This is an optimization exercise on Yosys and OpenROAD, whose aim is small area, a short achievable clock period and few clock cycles, not a production implementation.
Function was checked by simulation only, so behaviour that the tests miss may differ from the original.
Power is estimated from default activity; no workload was simulated.

// conv2d_engine
module conv2d_engine(
    input clk,
    input rst,                  
    input start,                
    input [71:0] kernel,        
    output mem_rd,              
    output [14:0] mem_addr,     
    input [7:0] mem_rdata,      
    output [23:0] result,       
    output result_valid,        
    output done                 
    );
Settings: LEC_CHECK=0, CAP_MARGIN=20, CORE_MARGIN=2, CORE_UTILIZATION=40, SLEW_MARGIN=20; clock period 11.0 ns.
standard.sh (not shown) runs the stock make flow with config.mk's settings and CLKGATE_MAP_FILE= SYNTH_SCRIPT=/design/flow/synth_recipe.tcl, a recipe that flattens the netlist after the stock synthesis.
==> flow/flow/run.sh <==
#!/bin/bash
# The standard layout (the standard.sh, standard synthesis unchanged), with
# the ORFS settings listed in flow/vars.txt added to its make command line:
# repair_timing aims at a setup slack margin; the clock period and the
# constraints are unchanged.
set -euo pipefail
mapfile -t VARS < <(grep -v '^#' flow/vars.txt | grep .)
bash standard.sh "${VARS[@]}" finish > flow_make.log 2>&1
==> flow/flow/vars.txt <==
SETUP_SLACK_MARGIN=7.6
CTS_BUF_LIST=sky130_fd_sc_hd__clkbuf_8
CTS_CLUSTER_SIZE=40
The baseline produced a clean layout.
Testbench counts at the start, summed over its fixed seeds: cycles 399,392.
==> next run, changes <==
==> flow/flow/vars.txt (replaced) <==
SETUP_SLACK_MARGIN=7.6
BUFFER_PORTS_ARGS=-buffer_cell sky130_fd_sc_hd__buf_1
CTS_BUF_LIST=sky130_fd_sc_hd__clkbuf_8
CTS_CLUSTER_SIZE=40
The new run went through all stages and came out clean.
Power went up slightly.
Final cell count barely changes.
Combinational power falls slightly.
Clock-buffer cell count rises by 9.
Sequential share of layout area went up by 0.82 points.
Clock skew falls by 0.013 ns.
Cell area drops by a few percent.
Via count goes down slightly.
==> next run, changes <==
==> flow/flow/run.sh (replaced) <==
#!/bin/bash
# Standard layout, with repair_timing aiming at setup slack >= MARGIN ns
# (the clock period and constraints are unchanged).
set -euo pipefail
MARGIN=$(cat flow/margin.txt)
bash standard.sh SETUP_SLACK_MARGIN=$MARGIN finish > flow_make.log 2>&1
==> flow/flow/margin.txt (new file) <==
7.6
removed: flow/flow/vars.txt
What happened:
- global-route usage went up by 0.10 points
- sequential cell count is unchanged
- wire length went up by a few percent
- design area went up by a few percent
- worst hold slack loses 0.0063 ns
- worst setup slack stays flat


Another version of the RTL of conv2d_engine (not shown whole).
Size in the first run: roughly 210 flip-flops, roughly 130 I/O pins, ~13000 um2 of cells after synthesis.
clock: 11.0 ns
lec_check: 0
cap_margin: 20
core_margin: 2
core_utilization: 40
slew_margin: 20
==> flow/flow/run.sh <==
#!/bin/bash
# The standard layout (the standard.sh, standard synthesis unchanged), with
# the ORFS settings listed in flow/vars.txt added to its make command line:
# repair_timing aims at a setup slack margin; the clock period and the
# constraints are unchanged.
set -euo pipefail
mapfile -t VARS < <(grep -v '^#' flow/vars.txt | grep .)
bash standard.sh "${VARS[@]}" finish > flow_make.log 2>&1
==> flow/flow/vars.txt <==
SETUP_SLACK_MARGIN=7.82
BUFFER_PORTS_ARGS=-buffer_cell sky130_fd_sc_hd__buf_1
CTS_BUF_LIST=sky130_fd_sc_hd__clkbuf_16
CTS_CLUSTER_SIZE=25
CTS_CLUSTER_DIAMETER=60
CORE_UTILIZATION=70
Testbench counts at the start, summed over its fixed seeds: cycles 399,392.
Rerun with:
==> flow/flow/vars.txt (replaced) <==
SETUP_SLACK_MARGIN=7.78
BUFFER_PORTS_ARGS=-buffer_cell sky130_fd_sc_hd__buf_1
CTS_BUF_LIST=sky130_fd_sc_hd__clkbuf_16
CTS_CLUSTER_SIZE=25
CTS_CLUSTER_DIAMETER=60
CORE_UTILIZATION=80
Die area drops by 12%.
Design area drops by 1.3%.
First-iteration DRC count climbs to 2.6 times its value.
Global-route usage came out higher by 7.8 points.
Non-clock buffer count went down by 5.
Rerun with:
==> flow/flow/vars.txt (replaced) <==
SETUP_SLACK_MARGIN=7.93
BUFFER_PORTS_ARGS=-buffer_cell sky130_fd_sc_hd__buf_1
CTS_BUF_LIST=sky130_fd_sc_hd__clkbuf_16
CTS_CLUSTER_SIZE=25
CTS_CLUSTER_DIAMETER=60
CORE_UTILIZATION=70
- sequential cell count is unchanged
- wire length shrinks by about a fifth
- non-clock buffer count grows by 31
Rerun with:
--- a/flow/flow/vars.txt
+++ b/flow/flow/vars.txt
@@ -1,2 +1,2 @@
-SETUP_SLACK_MARGIN=7.93
+SETUP_SLACK_MARGIN=7.86
 BUFFER_PORTS_ARGS=-buffer_cell sky130_fd_sc_hd__buf_1
What happened: The changed run produced a clean layout. Die area is unchanged. Routed wire length came out lower by 2.0%. Worst hold slack gets worse by 0.011 ns. Utilization came out lower by 1.4 points. Total power came out lower by 1.9%. Final area came out lower by 1.7%. Register-to-register slack is about the same. Combinational power came out lower by about 3%. Setup slack gets better by 0.0037 ns. Final cell count came out lower by 1.1%. Synthesized cell count stays the same.


RTL: one of the versions met above, not the one the previous note started from.
For scale: roughly 1300 cells after synthesis, about 210 flip-flops, about 13000 sq um of cells after synthesis.
==> flow/config.mk <==
export PLATFORM = sky130hd
export DESIGN_NAME = conv2d_engine
export DESIGN_NICKNAME = conv2d_engine
export VERILOG_FILES = /design/flow/design.v
export SDC_FILE = /design/flow/constraint.sdc
export NUM_CORES = 4
export LEC_CHECK = 0
export CAP_MARGIN = 20
export CORE_MARGIN = 2
export CORE_UTILIZATION = 40
export SLEW_MARGIN = 20
==> flow/constraint.sdc <==
create_clock -name core_clock -period 11.0 [get_ports {clk}]
set_input_delay 2.2000 -clock core_clock [delete_from_list [all_inputs] [get_ports {clk}]]
set_output_delay 2.2000 -clock core_clock [all_outputs]
set_load 0.01 [all_outputs]
==> flow/flow/vars.txt <==
SETUP_SLACK_MARGIN=7.6
BUFFER_PORTS_ARGS=-buffer_cell sky130_fd_sc_hd__buf_2
CTS_BUF_LIST=sky130_fd_sc_hd__clkbuf_8
CTS_CLUSTER_SIZE=40
CORE_UTILIZATION=60
Scripts as last shown in full above: flow/flow/run.sh
The first run completed with no timing, DRC or antenna violations.
Testbench counts at the start, summed over its fixed seeds: cycles 399,392.
Change:
==> flow/flow/run.sh (replaced) <==
#!/bin/bash
# Standard layout, with repair_timing aiming at setup slack >= MARGIN ns
# (the clock period and constraints are unchanged).
set -euo pipefail
MARGIN=$(cat flow/margin.txt)
bash standard.sh SETUP_SLACK_MARGIN=$MARGIN finish > flow_make.log 2>&1
==> flow/flow/margin.txt (new file) <==
7.3
removed: flow/flow/vars.txt
Utilization is lower by 21 points.
Global-route usage is lower by 7.4 points.
Worst setup slack is worse by 0.29 ns.
Flip-flop and latch count does not change.
Routed wire length is higher by 8.1%.
Sequential power stays flat.
Register-to-register slack is worse by 0.23 ns.
First-iteration DRC count is higher by 3.8%.
Die area is higher by 49%.
Total power is higher by 2.9%.
Cell area is higher by 5.1%.
Change:
==> flow/flow/run.sh (replaced) <==
#!/bin/bash
# The standard layout (the standard.sh, standard synthesis unchanged), with
# the ORFS settings listed in flow/vars.txt added to its make command line:
# repair_timing aims at a setup slack margin; the clock period and the
# constraints are unchanged.
set -euo pipefail
mapfile -t VARS < <(grep -v '^#' flow/vars.txt | grep .)
bash standard.sh "${VARS[@]}" finish > flow_make.log 2>&1
==> flow/flow/vars.txt (new file) <==
SETUP_SLACK_MARGIN=7.6
BUFFER_PORTS_ARGS=-buffer_cell sky130_fd_sc_hd__buf_2
removed: flow/flow/margin.txt
Register-to-register slack is better by 0.23 ns.
Critical path depth does not change.
Utilization goes down by 1.3 points.
Final area goes down by 2.7%.
Clock-buffer cell count goes up by 5.
Die area stays the same.
Worst setup slack is better by 0.31 ns.
Clock skew goes down by 0.0056 ns.
Total power goes up by 1.0%.

static timing again, ports no longer ideal:
Ports are ideal in the flow. The routed layouts listed here were re-timed in OpenROAD. Step 1: set_driving_cell puts a clkbuf_16 on clk and a buf_2 on each other input, an assumption about the parent block. Step 2 moves the port delays by t, midway between the first and last clock arrival at a register: inputs arrive t later, outputs are due t later. That takes back most of the time a late clock gives input paths. Slacks: ideal ports / drivers / drivers and shift; pairs: ideal ports / drivers.
| run | shift t [ns] | setup slack, ns | worst setup path at the end | worst register clock-pin slew, ns | cell pins on the clock port's net |
|---|---|---|---|---|---|
| the first run of note 1 | 0.572 | 7.650 / 7.603 / 7.636 | input to register | 0.06 / 0.06 | 1 |
| the second run of note 1 | 0.567 | 7.646 / 7.617 / 7.646 | register to register | 0.07 / 0.07 | 1 |
| the third run of note 1 | 0.556 | 7.644 / 7.593 / 7.602 | input to register | 0.06 / 0.06 | 1 |
| the first run of note 2 | 0.524 | 7.795 / 7.781 / 7.441 | input to register | 0.09 / 0.09 | 1 |
| the second run of note 2 | 0.540 | 7.582 / 7.582 / 7.452 | input to register | 0.10 / 0.10 | 1 |
| the third run of note 2 | 0.532 | 7.734 / 7.734 / 7.734 | register to register | 0.09 / 0.09 | 1 |
| the fourth run of note 2 | 0.524 | 7.738 / 7.738 / 7.462 | input to register | 0.09 / 0.09 | 1 |
| the first run of note 3 | 0.554 | 7.641 / 7.596 / 7.677 | register to register | 0.07 / 0.07 | 1 |
| the second run of note 3 | 0.565 | 7.349 / 7.298 / 7.072 | input to register | 0.06 / 0.06 | 1 |
| the third run of note 3 | 0.562 | 7.661 / 7.611 / 7.683 | register to register | 0.06 / 0.06 | 1 |
After both steps every run listed still meets setup and hold. For the first run of note 2, which loses most, drivers alone change the setup slack by -0.014 ns; drivers and shift together by -0.354 ns.
